This design comes from an exercise in tuning for small area on the open sky130 flow, not from production work. Function was checked by simulation only, so behaviour that the tests miss may differ from the original. Power figures rest on the tool's default switching activity, not on a simulated workload.

[flow/design.v]
`default_nettype none
module adc_row_col_decoder(
    input  wire[9:0] data_in,
    input  wire row_mode,
    input  wire col_mode,
    output wire[15:0] row_out_n,
    output wire[15:0] rowon_out_n,
    output wire[15:0] rowoff_out_n,
    output wire[31:0] col_out_n,
    output wire[31:0] col_out,
    output wire[2:0]  bincap_out_n,
    output wire       c0p_out_n,
    output wire       c0n_out_n
	);
genvar i;
wire[2:0] bincap_w = data_in[2:0];
wire[3:0] col_intermediate_w = data_in[6:3];
wire[2:0] row_intermediate_w = data_in[9:7];
wire row_direction_RL = row_intermediate_w[0] ;  
wire[15:0] row_bottotop_n = ~(16'h0001<<row_intermediate_w);
wire[15:0] rowon_bottotop_n = (16'hFFFF<<row_intermediate_w);
wire [15:0] row_midtoside_n;
wire [15:0] rowon_midtoside_n;
generate
  for (i=0;i<8;i=i+1) begin
    assign row_midtoside_n[8+i] = row_bottotop_n[2*i];
    assign row_midtoside_n[7-i] = row_bottotop_n[2*i+1];
    assign rowon_midtoside_n[8+i] = rowon_bottotop_n[2*i];
    assign rowon_midtoside_n[7-i] = rowon_bottotop_n[2*i+1];
  end
endgenerate
assign row_out_n = row_mode ? row_midtoside_n : row_bottotop_n ;
assign rowon_out_n = row_mode ? rowon_midtoside_n : rowon_bottotop_n ;
wire is_first_row = ~row_out_n[0];
wire[32:0] col_shift  = (33'h1FFFFFFFE)<<col_intermediate_w;
wire[32:0] col_shift_inv;
generate
  for (i=0;i<33;i=i+1) begin
    assign col_shift_inv[i] = col_shift[32-i];
  end
endgenerate
wire zeroes = row_mode == 1'b1 | (row_mode==1'b0 & col_mode==1'b1 & is_first_row );
wire[31:0] col_even_n = zeroes ? col_shift[32:1] : col_shift[31:0];
wire[31:0] col_odd_n  = zeroes ? col_shift_inv[31:0] :
                                 col_shift_inv[32:1] ;
wire[31:0] col_sidetoside_n = row_direction_RL ? col_odd_n : col_even_n;
wire[31:0] col_midtoside_n;
generate
  for (i=0;i<16;i=i+1) begin
    assign col_midtoside_n[16+i] = col_even_n[2*i];
    assign col_midtoside_n[15-i] = col_even_n[2*i+1];
  end
endgenerate
assign col_out_n = col_mode ? col_midtoside_n : col_sidetoside_n;
assign col_out = ~col_out_n;                            
assign bincap_out_n = ~bincap_w;
assign rowoff_out_n = ~(row_out_n&rowon_out_n);
assign c0p_out_n = 1'b0;
assign c0n_out_n = 1'b1;
endmodule
`default_nettype none
module adc_control_nonbinary #(
    parameter MATRIX_BITS = 10,
    parameter NONBINARY_REDUNDANCY = 3
)(
   input wire clk,
   input wire rst_n,
   input wire comparator_in,
   input wire [2:0] avg_control_in,
   output wire sample_out,
   output wire sample_out_n,
   output wire enable_loop_out,
   output wire conv_finished_strobe_out,
   output wire [MATRIX_BITS-1:0] pswitch_out,
   output wire [MATRIX_BITS-1:0] nswitch_out,
   output reg [MATRIX_BITS-1:0] result_out
);
   reg [MATRIX_BITS + NONBINARY_REDUNDANCY + 1 : 0] shift_register_r;
   reg [MATRIX_BITS-1:0] data_register_r;
   reg [4:0] average_counter_r;
   reg [4:0] average_sum_r;
   reg [2:0] sampled_avg_control_r;
   reg conv_finished_r;
   wire [MATRIX_BITS-1:0] next_result_w;
   wire [4:0] next_average_counter_w;
   wire [4:0] next_average_sum_w;
   wire [2:0] next_sampled_avg_control_w;
   wire [MATRIX_BITS + NONBINARY_REDUNDANCY + 1 : 0] next_shift_register_w;
   wire [MATRIX_BITS-1:0] next_data_register_w;
   wire lsb_region_w = (shift_register_r[2] | shift_register_r[3] | shift_register_r[4]);
   wire is_averaging_w = (lsb_region_w && (average_counter_r < average_count_limit_w));
   wire [4:0] average_count_limit_w;
   wire averaged_comparator_in_w;
   wire is_holding_result_w = shift_register_r[1];
   wire is_sampling_w       = shift_register_r[0];
   wire result_ready_w      = (shift_register_r[2] == 1'b1) && ~is_averaging_w;
   wire result_strobe_w     = (shift_register_r[1] == 1'b1) && ~is_averaging_w;
   always @(posedge clk or negedge rst_n) begin
      if (!rst_n) begin
         result_out            <= {MATRIX_BITS{1'b0}};
         shift_register_r      <= {{(MATRIX_BITS+NONBINARY_REDUNDANCY+1){1'b0}}, 1'b1};
         sampled_avg_control_r <= 3'b000;
         average_counter_r     <= 5'd1;
         average_sum_r         <= 5'd0;
         data_register_r       <= 10'd512;   
         conv_finished_r       <= 1'b0;
      end else begin
         result_out            <= next_result_w;
         shift_register_r      <= next_shift_register_w;
         sampled_avg_control_r <= next_sampled_avg_control_w;
         average_counter_r     <= next_average_counter_w;
         average_sum_r         <= next_average_sum_w;
         data_register_r       <= next_data_register_w;
         conv_finished_r       <= result_strobe_w;  
      end
   end
   assign sample_out               = is_sampling_w;
   assign sample_out_n             = ~is_sampling_w;
   assign enable_loop_out          = ~is_sampling_w;
   assign conv_finished_strobe_out = conv_finished_r;
   assign pswitch_out              = ~data_register_r;
   assign nswitch_out              = data_register_r;
   assign next_shift_register_w = is_averaging_w ? shift_register_r :
                                  {shift_register_r[0], shift_register_r[MATRIX_BITS+NONBINARY_REDUNDANCY+1:1]};
   assign next_sampled_avg_control_w = is_sampling_w ? avg_control_in : sampled_avg_control_r;
   wire [MATRIX_BITS-1:0] nonbinary_value_w;
   assign nonbinary_value_w =
        (shift_register_r == 15'd8192) ? 10'd201 :   
        (shift_register_r == 15'd4096) ? 10'd121 :   
        (shift_register_r == 15'd2048) ? 10'd74  :   
        (shift_register_r == 15'd1024) ? 10'd45  :   
        (shift_register_r == 15'd512 ) ? 10'd27  :   
        (shift_register_r == 15'd256 ) ? 10'd17  :   
        (shift_register_r == 15'd128 ) ? 10'd10  :   
        (shift_register_r == 15'd64  ) ? 10'd6   :   
        (shift_register_r == 15'd32  ) ? 10'd4   :   
        (shift_register_r == 15'd16  ) ? 10'd2   :   
        (shift_register_r == 15'd8   ) ? 10'd1   :   
        (shift_register_r == 15'd4   ) ? 10'd1   :   
        (shift_register_r == 15'd2   ) ? 10'd1   :   
        (shift_register_r == 15'd1   ) ? 10'd1   :   
        10'd0;
   wire [MATRIX_BITS-1:0] sar_up   = data_register_r + nonbinary_value_w;
   wire [MATRIX_BITS-1:0] sar_down = data_register_r - nonbinary_value_w;
   assign next_data_register_w = is_sampling_w | is_holding_result_w | result_ready_w ? 10'd512 :
                                 is_averaging_w ? data_register_r :
                                 averaged_comparator_in_w ? sar_up : sar_down;
   assign next_result_w = result_ready_w ?
                         (averaged_comparator_in_w ? data_register_r : data_register_r - 1) :
                         result_out;
   assign next_average_counter_w = is_averaging_w ? average_counter_r + 1 : 5'd1;
   assign next_average_sum_w     = is_averaging_w ? average_sum_r + {4'b0, comparator_in} : {4'b0, comparator_in};
   assign averaged_comparator_in_w = (~lsb_region_w) ? comparator_in :
                                     is_averaging_w ? 1'b0 :
                                     (average_count_limit_w == 5'd3)  ? average_sum_r[1] :
                                     (average_count_limit_w == 5'd7)  ? average_sum_r[2] :
                                     (average_count_limit_w == 5'd15) ? average_sum_r[3] :
                                     (average_count_limit_w == 5'd31) ? average_sum_r[4] :
                                     comparator_in;
   assign average_count_limit_w = (sampled_avg_control_r == 3'b001) ? 5'd3  :
                                  (sampled_avg_control_r == 3'b010) ? 5'd7  :
                                  (sampled_avg_control_r == 3'b011) ? 5'd15 :
                                  (sampled_avg_control_r == 3'b100) ? 5'd31 :
                                  5'd1;
endmodule   
`default_nettype none
module adc_osr (
   input wire clk,
   input wire rst_n,
   input wire data_valid_strobe,
   input wire [2:0] osr_mode_in,
   input wire [9:0] data_in,
   output wire [15:0] data_out,
   output wire conversion_finished_osr_out
   );
   reg  [19:0] result_r;
   reg  [2:0]  osr_mode_r;
   reg  [8:0]  sample_count_r;
   reg  [15:0] output_r;
   reg         osr_valid_r;
   wire [19:0] next_result_w;
   wire [2:0]  next_osr_mode_w;
   wire [8:0]  next_sample_count_w;
   wire [15:0] next_output_w;
   assign conversion_finished_osr_out = osr_valid_r;
   always @(posedge clk, negedge rst_n) begin
      if (rst_n == 1'b0) begin
         result_r          <= 20'd0;
         osr_mode_r        <=  3'd0;
         sample_count_r    <=  9'd1;
         output_r          <=  16'd0;
         osr_valid_r       <=  1'b0;
      end
      else begin
         osr_valid_r     <= data_valid_strobe & is_last_sample;
         if (data_valid_strobe) begin
            result_r        <= next_result_w;
            osr_mode_r      <= next_osr_mode_w;
            sample_count_r  <= next_sample_count_w;
            output_r        <= next_output_w;
         end
      end
   end
   wire bypass_oversampling = ~(osr_mode_in[0] | osr_mode_in[1] | osr_mode_in==3'b100);
   wire is_first_sample = bypass_oversampling | (sample_count_r == 9'd1);
   wire is_last_sample  = bypass_oversampling | ((sample_count_r == osr_count_limit_w)&&(~is_first_sample));
   assign next_result_w        = is_first_sample ? {10'd0,data_in} : 
                                                   {10'd0,data_in} + result_r;
   assign next_osr_mode_w      = is_first_sample ? osr_mode_in : osr_mode_r;
   assign next_sample_count_w  = is_last_sample ? 1 : sample_count_r + 1;
    assign data_out = output_r;
    assign next_output_w = bypass_oversampling    ? {next_result_w[9:0],6'b0} :
                       ~is_last_sample        ? output_r :
                       (osr_mode_r == 3'b001) ? {next_result_w[11:1],5'b0} :
                       (osr_mode_r == 3'b010) ? {next_result_w[13:2],4'b0} :
                       (osr_mode_r == 3'b011) ? {next_result_w[15:3],3'b0} :
                       (osr_mode_r == 3'b100) ? {next_result_w[17:4],2'b0} :
                       16'd0;
    wire [8:0] osr_count_limit_w = (osr_mode_r == 3'b001) ? 9'd4   :
                                   (osr_mode_r == 3'b010) ? 9'd16  :
                                   (osr_mode_r == 3'b011) ? 9'd64  :
                                   (osr_mode_r == 3'b100) ? 9'd256 :
                                   9'd1;
endmodule
`default_nettype none
module adc_core_digital(
    input  wire        a_rst_n,              
    input  wire [9:0]  a_config_1_in,        
    input  wire [9:0]  a_config_2_in,        
    input  wire        a_comparator_in,      
    input  wire        a_clk_dig_in,         
    output wire [15:0] a_result_out,         
    output wire        a_conv_finished_osr_out,
    output wire        a_enable_loop_out,    
    output wire        a_sample_matrix_out,      
    output wire        a_sample_matrix_out_n,    
    output wire        a_sample_switch_out,      
    output wire        a_sample_switch_out_n,    
    output wire [9:0]  a_pmatrix_row_out_n,      
    output wire [9:0]  a_pmatrix_rowon_out_n,    
    output wire [9:0]  a_pmatrix_rowoff_out_n,   
    output wire [12:0] a_pmatrix_col_out_n,      
    output wire [12:0] a_pmatrix_col_out,        
    output wire [2:0]  a_pmatrix_bincap_out_n,   
    output wire        a_pmatrix_c0_out_n,       
    output wire [9:0]  a_nmatrix_row_out_n,      
    output wire [9:0]  a_nmatrix_rowon_out_n,    
    output wire [9:0]  a_nmatrix_rowoff_out_n,   
    output wire [12:0] a_nmatrix_col_out_n,      
    output wire [12:0] a_nmatrix_col_out,        
    output wire [2:0]  a_nmatrix_bincap_out_n,   
    output wire        a_nmatrix_c0_out_n        
);
wire [9:0] result_cnb;
wire [9:0] pswitch_cnb;
wire [9:0] nswitch_cnb;
wire       conv_finished_cnb_n;
wire       a_sample_cnb_n;
wire       a_sample_cnb;
wire       _unused_ok_pin1, _unused_ok_pin2;     
wire [2:0] avg_control_w = a_config_1_in[2:0];      
wire [2:0] osr_mode_w    = a_config_1_in[5:3];      
wire       row_mode_w    = a_config_1_in[6];        
wire       col_mode_w    = a_config_1_in[7];        
assign a_sample_switch_out   = a_sample_cnb;
assign a_sample_switch_out_n = a_sample_cnb_n;
assign a_sample_matrix_out   = a_sample_cnb;
assign a_sample_matrix_out_n = a_sample_cnb_n;
adc_control_nonbinary cnb (
   .clk(a_clk_dig_in),
   .rst_n(a_rst_n),
   .comparator_in(a_comparator_in),
   .avg_control_in(avg_control_w),
   .sample_out(a_sample_cnb),
   .sample_out_n(a_sample_cnb_n),
   .enable_loop_out(a_enable_loop_out),
   .conv_finished_strobe_out(conv_finished_cnb_n),
   .pswitch_out(pswitch_cnb),
   .nswitch_out(nswitch_cnb),
   .result_out(result_cnb)
);
adc_row_col_decoder pdc (
   .data_in(pswitch_cnb),
   .row_mode(row_mode_w),
   .col_mode(col_mode_w),
   .row_out_n(a_pmatrix_row_out_n),
   .rowon_out_n(a_pmatrix_rowon_out_n),
   .rowoff_out_n(a_pmatrix_rowoff_out_n),
   .col_out_n(a_pmatrix_col_out_n),
   .col_out(a_pmatrix_col_out),
   .bincap_out_n(a_pmatrix_bincap_out_n),
   .c0p_out_n(a_pmatrix_c0_out_n),
   .c0n_out_n(_unused_ok_pin1)
);
adc_row_col_decoder ndc (
   .data_in(nswitch_cnb),
   .row_mode(row_mode_w),
   .col_mode(col_mode_w),
   .row_out_n(a_nmatrix_row_out_n),
   .rowon_out_n(a_nmatrix_rowon_out_n),
   .rowoff_out_n(a_nmatrix_rowoff_out_n),
   .col_out_n(a_nmatrix_col_out_n),
   .col_out(a_nmatrix_col_out),
   .bincap_out_n(a_nmatrix_bincap_out_n),
   .c0p_out_n(_unused_ok_pin2),
   .c0n_out_n(a_nmatrix_c0_out_n)
);
adc_osr osr (
   .clk(a_clk_dig_in),
   .rst_n(a_rst_n),
   .data_valid_strobe(conv_finished_cnb_n),
   .osr_mode_in(osr_mode_w),
   .data_in(result_cnb),
   .data_out(a_result_out),
   .conversion_finished_osr_out(a_conv_finished_osr_out)
);
wire [1:0]  _unused_ok_1 = a_config_1_in[9:8];    
wire [9:0]  _unused_ok_2 = a_config_2_in[9:0];    
endmodule
[flow/config.mk]
export PLATFORM = sky130hd
export DESIGN_NAME = adc_core_digital
export DESIGN_NICKNAME = adc_core_digital
export VERILOG_FILES = /design/flow/design.v
export SDC_FILE = /design/flow/constraint.sdc
export NUM_CORES = 4
export LEC_CHECK = 0
export CAP_MARGIN = 20
export CORE_MARGIN = 2
export CORE_UTILIZATION = 40
export SLEW_MARGIN = 20
[flow/run.sh]
#!/bin/bash
# synth_recipe.tcl (not shown) runs the flow's synth.tcl, then flattens the netlist and writes it again
# the make line also repeats each setting of config.mk as NAME=value (left out here)
make -C /OpenROAD-flow-scripts/flow DESIGN_CONFIG=/design/flow/config.mk WORK_HOME=/design/flow/orfs CLKGATE_MAP_FILE= SYNTH_SCRIPT=/design/flow/synth_recipe.tcl finish
[flow/constraint.sdc]
create_clock -name core_clock -period 10.0 [get_ports {a_clk_dig_in}]
set_input_delay 2.0000 -clock core_clock [delete_from_list [all_inputs] [get_ports {a_clk_dig_in}]]
set_output_delay 2.0000 -clock core_clock [all_outputs]
set_load 0.01 [all_outputs]
==> results.txt <==
==> worst paths after layout <==
kind | startpoint | to | slack (ns) | cells after the start
min in group asynchronous | a_rst_n | osr.result_r[14] | 1.56 | 1
worst min register to register | cnb.average_counter_r[0] | cnb.average_counter_r[0] | 0.47 | 1
worst max register to register | cnb.shift_register_r[2] | cnb.data_register_r[9] | 5.24 | 17
worst min-delay path | cnb.average_counter_r[0] | cnb.average_counter_r[0] | 0.47 | 1
max in group asynchronous | a_rst_n | cnb.shift_register_r[3] | 7.27 | 2
worst max-delay path | a_config_1_in[7] | a_pmatrix_col_out[11] | 3.45 | 8
==> through the flow <==
step	setup slack, ns	cells
floorplan	4.68	1004
global placement	3.42	1345
detailed placement	3.47	1345
CTS	3.46	1361
global route	3.30	1361
finish	3.45	1361
==> layout make-up <==
type	instances	area, um^2
clock buffers	9	225
flip-flops and latches	94	2360
inverters	59	221
clock inverters	7	81.3
well taps	265	332
fillers	1947	9780
multi-input cells	769	4720
repair buffers	158	1550
==> state kept, by name, summed over array words and instances, names as in the netlist <==
| register | cells |
|---|---|
| osr.result_r | 18 |
| cnb.data_register_r | 10 |
| osr.sample_count_r | 9 |
| cnb.shift_register_r | 15 |
| cnb.average_counter_r | 5 |
| cnb.sampled_avg_control_r | 3 |
| cnb.average_sum_r | 5 |
| osr.output_r | 14 |
| osr.osr_mode_r | 3 |
| osr.osr_valid_r | 1 |
| cnb.conv_finished_r | 1 |
| cnb.result_out | 10 |
==> layout by cell type, fill, tap and decap left out, types with 10 or more instances in the layout <==
cell | Yosys | layout
a21o_1 | 11 | 11
a21oi_1 | 52 | 52
a31oi_1 | 12 | 10
and3_1 | 14 | 14
buf_4 | 12 | 11
clkdlybuf4s50_1 | 0 | 147
dfrtp_1 | 90 | 90
ha_1 | 30 | 30
inv_1 | 56 | 56
mux2_2 | 13 | 13
nand2_1 | 131 | 131
nand2b_1 | 13 | 13
nand3_1 | 29 | 29
nand4_1 | 13 | 13
nor2_1 | 111 | 111
nor2b_1 | 10 | 10
nor3_1 | 24 | 24
o211ai_1 | 10 | 10
o21ai_0 | 69 | 69
o31ai_1 | 10 | 10
or3_1 | 11 | 11
or4_1 | 10 | 10
xnor2_1 | 17 | 17
xor2_1 | 28 | 28
==> routing by layer <==
| layer | global-route usage, % | vias to the layer above |
|---|---|---|
| met5 | 0 | - |
| met4 | 6.19 | 0 |
| met3 | 4.13 | 25 |
| met2 | 35.5 | 226 |
| met1 | 28.4 | 3496 |
| li1 | - | 3711 |
==> worst max-delay path, stage by stage <==
cell	delay, ns
clkdlybuf4s50_1	0.71
a21o_1	0.35
or3_1	0.36
nand2_1	0.08
a21oi_1	0.08
a311o_1	0.38
inv_1	0.06
clkdlybuf4s50_1	0.52
==> logic make-up (layout without fill, tap and decap cells) <==
| logic type | count (synthesis) | after routing | share of synthesized area, % |
|---|---|---|---|
| xor+xnor | 45 | 45 | 5.07 |
| other cells | 2 | 4 | 0.0965 |
| mux | 21 | 21 | 3.07 |
| buf+inv | 141 | 233 | 9.25 |
| simple gates | 422 | 422 | 26.5 |
| flops | 94 | 94 | 30.3 |
| fa+ha+maj | 32 | 32 | 5.34 |
| compound gates | 245 | 245 | 20.4 |
==> power groups by stage <==
| stage | combinational (mW) | clock (mW) | sequential, mW |
|---|---|---|---|
| 4_1_cts | 0.0659 | 0.374 | 0.384 |
| 3_5_place_dp | 0.0655 | 0 | 0.392 |
| 5_1_grt | 0.0716 | 0.388 | 0.384 |
| 2_1_floorplan | 0.0305 | 0 | 0.392 |
| 3_3_place_gp | 0.0654 | 0 | 0.392 |
| 6_report | 0.0648 | 0.365 | 0.384 |
==> results.sh <==
export IMPL_run_status="no timing/DRC/antenna violations"
export IMPL_route_met3_wl_um=1310
export IMPL_ys_seq_elements=94
export IMPL_drt_total_wl_um=22100
export IMPL_netlist_area_leader_share_pct=28.9
export IMPL_worst_setup_path_type="in2out"
export IMPL_area_growth_syn_to_layout_pct=22.0
export IMPL_first_iter_violations=475
export IMPL_worstSkewPairLatency_ns=0.36
export IMPL_boundaryPins=165
export IMPL_synth_commonest_cells="131 x nand2_1, 111 x nor2_1, 90 x dfrtp_1"
export IMPL_number_of_buffers_on_the_longest_clock_path=2
export IMPL_port_buffers=148
export IMPL_clock_tree_root_cell="clkbuf_16"
export IMPL_gp_congestion=0.892
export IMPL_synth_area_leader_cell="dfrtp_1"
export IMPL_tcrit_tclk_final_pct=65.5
export IMPL_dominantRegCellSynth="dfrtp_1"
export IMPL_worst_ep_arrival_time_ns=4.55
export IMPL_switch_share_pct=25.3
export IMPL_fin_total_pwr_mw=0.814
export IMPL_synth_avg_cell_area_um2=7.76
export IMPL_period_needed_ns=6.55
export IMPL_irDropWorstVdd_mv=0.0688
export IMPL_power_static_leakage_nw=4.17
export IMPL_internal_power_mw=0.608
export IMPL_hold_violations=0
export IMPL_die_h_um=143
export IMPL_ys_warnings_count=12
export IMPL_detailedPlacementHpwl_um=16100
export IMPL_final_hold_worst_slack_ns=0.468
export IMPL_power_frac_comb_pct=8.0
export IMPL_final_core_utilization_pct=49.3
export IMPL_die_area_um2=20600
export IMPL_syn_area_um2=7780
export IMPL_end_kind="primary output"
export IMPL_timing_hold_worst_class="reg2reg"
export IMPL_setup_viol=0
export IMPL_synth_edf_count=0
export IMPL_maxSlewViolCount=0
export IMPL_unrepaired_setup_endpoints_after_global_routing="false"
export IMPL_drive_above_1_share_pct=6.84
export IMPL_grt_pass1_vias=6938
export IMPL_ys_async_sr_fraction_pct=100
export IMPL_antenna_found_initial=0
export IMPL_start_util_pct=40.4
export IMPL_synthCells=1002
export IMPL_antennaDiodeCount=0
export IMPL_synthTopCellsByArea="dfrtp_1 29%, nand2_1 6.3%, nor2_1 5.4%"
export IMPL_global_route_overflow_total=0
export IMPL_grt_use_total_pct=21.4
export IMPL_detailroute_via_count=7458
export IMPL_worstSetupStartpointType="input port"
export IMPL_grt_start_max_net_pins=64
export IMPL_cts_resized=0
export IMPL_power_sequential_fraction_pct=47.2
export IMPL_ys_types=83
export IMPL_fp_dieW_um=143
export IMPL_tritoncts="built"
export IMPL_synth_sequential_area_ratio_pct=30.3
export IMPL_layout_nets=1146
export IMPL_drcViolationCount=0
export IMPL_drt_first_pass_iters=5
export IMPL_max_clock_freq_mhz=153
export IMPL_core_area_um2=19300
export IMPL_finClkSkew_ns=0.0116
export IMPL_timing_setup_tns_ns=0
export IMPL_total_setup_buffers_inserted_after_cts=0
export IMPL_wl_met2_um=10400
export IMPL_cts_max_level=3
export IMPL_post_drt_via_cell_ratio=5.48
export IMPL_worstPathMaxFanout=19
export IMPL_clkTransAtPathRegs_ns=0.07
export IMPL_switching_power_mw=0.206
export IMPL_yosys_cell_count_top_type="nand2_1"
export IMPL_avgRoutedWirePerCell_um=16.2
export IMPL_required_ns=8.00
export IMPL_power_share_clock_pct=44.9
export IMPL_cap_viol_max_count=0
export IMPL_floorplan_rows=51
export IMPL_cts_buffers=9
export IMPL_power_per_cell_area_nw_per_um2=85.8
export IMPL_stdcell_area_um2=9490
export IMPL_relSlewSlack_pct=35.5
export IMPL_grt_first_pass_wirelength_um=35600
export IMPL_wl_met1_um=10000
export IMPL_worstMarginPinSlew_ns=0.967
export IMPL_top_signal_layer_used="met4"
export IMPL_ctsHoldBuffers=0
export IMPL_drtAntennaViolNets=0
export IMPL_placed_cell_area_um2=9190
export IMPL_tritoncts_num_sinks=94

## what the ideal ports hide
The results above use ideal ports. As a check the final layout listed here was re-extracted and re-timed, cells and wires unchanged.
Step 1 assumes that a clkbuf_16 drives the clock port and a buf_2 every other input.
Step 2 times the ports against the registers' clock, not the clock port: input delays grow and output delays shrink by t, the midpoint of the rising clock arrivals with the driver on.
Slacks: ideal ports / drivers / drivers and shift; pairs: ideal ports / drivers.
t (ns): 0.399
setup WS [ns]: 3.454 / 3.399 / 3.399
hold WS [ns]: 0.468 / 0.468 / 0.468
latest minus earliest clock arrival (ns): 0.011 / 0.012
After both steps this run still meets setup and hold. The setup slack of this run moves by -0.055 ns with the drivers and by -0.055 ns with both steps.
